Background: an optimization exercise with open tools, aiming at small area and a short achievable clock period. Do not read the settings as production practice. RTL that was checked went through simulation tests only; none was proved equivalent to the original. Power is estimated from default activity; no workload was simulated.

==> job 2159: inputs <==
==> flow/design.v <==
`timescale 1ns / 1ps
module execute(
    input clk,
    input [1:0] ctlwb_in, ctlm_in,
    input [31:0] npc, rdata1, rdata2, s_extend,
    input [4:0] instr_2016, instr_1511,
    input [1:0] alu_op,
    input [5:0] funct,
    input alusrc, regdst,
    output reg [1:0] ctlwb_out, ctlm_out,
    output reg [31:0] adder_out, alu_result_out, rdata2_out,
    output reg [4:0] muxout_out
);
    wire rtype    = (alu_op == 2'b10);
    wire f_add    = rtype & (funct == 6'b100000);
    wire f_sub    = rtype & (funct == 6'b100010);
    wire op_and   = rtype & (funct == 6'b100100);
    wire op_or    = rtype & (funct == 6'b100101);
    wire op_slt   = rtype & (funct == 6'b101010);
    wire op_arith = (alu_op == 2'b00) | (alu_op == 2'b01) | f_add | f_sub;
    wire sub      = (alu_op == 2'b01) | f_sub | op_slt;
    wire [31:0] ax = rdata1 ^ {32{sub}};
    wire [31:0] b  = alusrc ? s_extend : rdata2;
    wire [31:0] ag = ax & b;
    wire [31:0] at = ax | b;
    wire [31:0] ah = ax ^ b;
    reg [31:0] g, t;
    integer i, j;
    always @(*) begin
        g = ag;
        t = at;
        for (i = 0; i < 5; i = i + 1)
            for (j = 31; j >= (1 << i); j = j - 1) begin
                g[j] = g[j] | (t[j] & g[j - (1 << i)]);
                t[j] = t[j] & t[j - (1 << i)];
            end
    end
    wire [31:0] c  = {g[30:0], 1'b0};
    wire        lt = g[31];
    wire [31:0] hs  = ah ^ {32{sub}};
    wire [31:0] lg  = ({32{op_and}} & ag) | ({32{op_or}} & at);
    wire [31:0] r0  = ({32{op_arith}} & hs) | lg;
    wire [31:0] r1  = ({32{op_arith}} & ~hs) | lg;
    wire [31:0] alu_result = (c & r1) | (~c & r0) | {31'b0, op_slt & lt};
    wire [31:0] bg0 = npc & s_extend;
    wire [31:0] bp0 = npc ^ s_extend;
    reg  [31:0] bg, bp;
    integer l, k;
    always @(*) begin
        bg = bg0;
        bp = bp0;
        for (l = 0; l < 5; l = l + 1)
            for (k = (2 << l) - 1; k < 32; k = k + (2 << l)) begin
                bg[k] = bg[k] | (bp[k] & bg[k - (1 << l)]);
                bp[k] = bp[k] & bp[k - (1 << l)];
            end
        for (l = 3; l >= 0; l = l - 1)
            for (k = (3 << l) - 1; k < 32; k = k + (2 << l)) begin
                bg[k] = bg[k] | (bp[k] & bg[k - (1 << l)]);
                bp[k] = bp[k] & bp[k - (1 << l)];
            end
    end
    wire [31:0] branch = bp0 ^ {bg[30:0], 1'b0};
    always @(posedge clk) begin
        ctlwb_out      <= ctlwb_in;
        ctlm_out       <= ctlm_in;
        adder_out      <= branch;
        alu_result_out <= alu_result;
        rdata2_out     <= rdata2;
        muxout_out     <= regdst ? instr_1511 : instr_2016;
    end
endmodule
==> flow/flow/run.sh <==
#!/bin/bash
# The standard layout (standard.sh) with: synthesis through flow/synth.tcl
# (ABC mapping script flow/abc.script, no full/half-adder cell extraction),
# and plain buf_1 cells as the port buffers.
set -euo pipefail
cd "$(dirname "$0")/.."
export MY_ABC_SCRIPT=$PWD/flow/abc.script
bash standard.sh SYNTH_SCRIPT=$PWD/flow/synth.tcl ADDER_MAP_FILE= BUFFER_PORTS_ARGS="-buffer_cell sky130_fd_sc_hd__buf_1"  finish > standard.log 2>&1
==> flow/flow/abc.script <==
strash
map -D 2000
topo
buffer -c
upsize -c
dnsize -c
==> flow/flow/synth.tcl <==
# The standard synthesis (synth_recipe.tcl), with ABC's mapping script
# replaced by flow/abc.script (delay-driven mapping).
proc synth {args} { yosys synth -nofsm -noshare {*}$args }
proc abc {args} {
  set i [lsearch $args -script]
  if {$i >= 0} { lset args [expr {$i+1}] $::env(MY_ABC_SCRIPT) }
  yosys abc {*}$args
}
source $::env(SCRIPTS_DIR)/synth.tcl
# left out here: clear keep_hierarchy, flatten, clean up, hide names made inside functions, write 1_2_yosys.v
==> flow/standard.sh <==
#!/bin/bash
# synth_recipe.tcl (not shown) runs the flow's synth.tcl, then flattens the netlist and writes it again
# the make line also repeats each setting of config.mk as NAME=value (left out here)
make -C /OpenROAD-flow-scripts/flow DESIGN_CONFIG=/design/flow/config.mk WORK_HOME=/design/flow/orfs CLKGATE_MAP_FILE= SYNTH_SCRIPT=/design/flow/synth_recipe.tcl "${@:-finish}"
==> flow/config.mk <==
export PLATFORM = sky130hd
export DESIGN_NAME = execute
export DESIGN_NICKNAME = execute
export VERILOG_FILES = /design/flow/design.v
export SDC_FILE = /design/flow/constraint.sdc
export NUM_CORES = 4
export LEC_CHECK = 0
export CAP_MARGIN = 20
export CORE_MARGIN = 2
export CORE_UTILIZATION = 40
export GPL_TIMING_DRIVEN = 0
export SETUP_SLACK_MARGIN = 1.2
export SLEW_MARGIN = 20
==> flow/constraint.sdc <==
create_clock -name core_clock -period 3.6 [get_ports {clk}]
set_input_delay 0.7200 -clock core_clock [delete_from_list [all_inputs] [get_ports {clk}]]
set_output_delay 0.7200 -clock core_clock [all_outputs]
set_load 0.01 [all_outputs]
==> job 678 (differences from job 2159) <==
--- a/flow/design.v
+++ b/flow/design.v
@@ -19,5 +19,5 @@
     wire op_slt   = rtype & (funct == 6'b101010);
     wire op_arith = (alu_op == 2'b00) | (alu_op == 2'b01) | f_add | f_sub;
-    wire sub      = (alu_op == 2'b01) | f_sub | op_slt;
+    wire sub      = alu_op[0] | (alu_op[1] & funct[1]);
     wire [31:0] ax = rdata1 ^ {32{sub}};
     wire [31:0] b  = alusrc ? s_extend : rdata2;
@@ -31,5 +31,10 @@
         t = at;
         for (i = 0; i < 5; i = i + 1)
-            for (j = 31; j >= (1 << i); j = j - 1) begin
+            for (j = (2 << i) - 1; j < 32; j = j + (2 << i)) begin
+                g[j] = g[j] | (t[j] & g[j - (1 << i)]);
+                t[j] = t[j] & t[j - (1 << i)];
+            end
+        for (i = 3; i >= 0; i = i - 1)
+            for (j = (3 << i) - 1; j < 32; j = j + (2 << i)) begin
                 g[j] = g[j] | (t[j] & g[j - (1 << i)]);
                 t[j] = t[j] & t[j - (1 << i)];
--- a/flow/flow/run.sh
+++ b/flow/flow/run.sh
@@ -6,3 +6,3 @@
 cd "$(dirname "$0")/.."
 export MY_ABC_SCRIPT=$PWD/flow/abc.script
-bash standard.sh SYNTH_SCRIPT=$PWD/flow/synth.tcl ADDER_MAP_FILE= BUFFER_PORTS_ARGS="-buffer_cell sky130_fd_sc_hd__buf_1"  finish > standard.log 2>&1
+bash standard.sh SYNTH_SCRIPT=$PWD/flow/synth.tcl ADDER_MAP_FILE= BUFFER_PORTS_ARGS="-buffer_cell sky130_fd_sc_hd__buf_1" MATCH_CELL_FOOTPRINT=0 finish > standard.log 2>&1
==> flow/flow/abc.script (replaced) <==
strash
dch -f
map -D 1300
topo
buffer -c
upsize -c
dnsize -c
TNS_END_PERCENT = 20   (was default)
==> job 7287 (differences from job 2159) <==
--- a/flow/design.v
+++ b/flow/design.v
@@ -19,5 +19,5 @@
     wire op_slt   = rtype & (funct == 6'b101010);
     wire op_arith = (alu_op == 2'b00) | (alu_op == 2'b01) | f_add | f_sub;
-    wire sub      = (alu_op == 2'b01) | f_sub | op_slt;
+    wire sub      = alu_op[0] | (alu_op[1] & funct[1]);
     wire [31:0] ax = rdata1 ^ {32{sub}};
     wire [31:0] b  = alusrc ? s_extend : rdata2;
@@ -31,5 +31,10 @@
         t = at;
         for (i = 0; i < 5; i = i + 1)
-            for (j = 31; j >= (1 << i); j = j - 1) begin
+            for (j = (2 << i) - 1; j < 32; j = j + (2 << i)) begin
+                g[j] = g[j] | (t[j] & g[j - (1 << i)]);
+                t[j] = t[j] & t[j - (1 << i)];
+            end
+        for (i = 3; i >= 0; i = i - 1)
+            for (j = (3 << i) - 1; j < 32; j = j + (2 << i)) begin
                 g[j] = g[j] | (t[j] & g[j - (1 << i)]);
                 t[j] = t[j] & t[j - (1 << i)];
--- a/flow/flow/run.sh
+++ b/flow/flow/run.sh
@@ -6,3 +6,3 @@
 cd "$(dirname "$0")/.."
 export MY_ABC_SCRIPT=$PWD/flow/abc.script
-bash standard.sh SYNTH_SCRIPT=$PWD/flow/synth.tcl ADDER_MAP_FILE= BUFFER_PORTS_ARGS="-buffer_cell sky130_fd_sc_hd__buf_1"  finish > standard.log 2>&1
+bash standard.sh SYNTH_SCRIPT=$PWD/flow/synth.tcl ADDER_MAP_FILE= BUFFER_PORTS_ARGS="-buffer_cell sky130_fd_sc_hd__buf_1" MATCH_CELL_FOOTPRINT=0 finish > standard.log 2>&1
==> flow/flow/abc.script (replaced) <==
strash
dch -f
map -D 1600
topo
buffer -c
upsize -c
dnsize -c
CTS_BUF_LIST = sky130_fd_sc_hd__clkbuf_8   (was default)
TNS_END_PERCENT = 0   (was default)
==> qor summary <==
quantity                                                         job 7287             job 678           job 2159
Result of the run                                timing/DRC/antenna clean  timing/DRC/antenna clean  timing/DRC/antenna clean
Detailed-router iteration count before antenna repair                   6                   5                  7
Non-clock buffer share                                              15.7%               16.5%              18.7%
Clock net power                                                    728 uW             1.06 mW            1.02 mW
Layout Cell Area excl Fill                                      8360 um^2           9230 um^2         11400 um^2
Nonclk buf count                                                      293                 310                384
Final Non-Filler Cells                                               1379                1497               1704
Synthesized area per cell                                       7.34 um^2           6.92 um^2          6.87 um^2
Tapcells inserted                                                     216                 220                234
All-Layer GR Usage                                                  21.9%               23.3%              26.3%
Areal power density over the cells                            407 nW/um^2         410 nW/um^2        392 nW/um^2
Count of cell types in the netlist                                     59                  58                 58
Horizontal die dimension                                           130 um              134 um             141 um
Post-cts sizing count                                                  44                  78                228
End point of the critical path                         alu_result_out[17]  alu_result_out[16]  alu_result_out[0]
Footprint of the multi-input gates                              4090 um^2           4580 um^2          5990 um^2
The RTL of job 2159 was laid out without a check of its function.

## separate check: timing with driven ports
The flow's constraints put no driver on any port. The routed layouts listed below were extracted and timed again, unchanged, in two steps. Step 1 sets driving cells, clkbuf_16 on the clock port and buf_2 on the other inputs (assumed; they add their load-dependent delay and slew). Step 2 also shifts input and output timing later by t, the mid clock arrival at the registers, as if the neighbouring blocks saw the same clock. a / b / c = no drivers / after step 1 / after step 2; a / b = the first two.
run | shift t [ns] | setup WS [ns] | worst data-port slew with drivers (ns) | pins driven straight from the clock port
job 2159 | 0.415 | 0.747 / 0.717 / 0.302 | 0.08 | 1
job 678 | 0.402 | 1.072 / 1.070 / 0.668 | 0.07 | 1
job 7287 | 0.422 | 0.982 / 0.975 / 0.552 | 0.07 | 1
After both steps every run listed still meets setup and hold. For job 2159, which loses most, drivers alone change the setup slack by -0.030 ns; drivers and shift together by -0.445 ns.
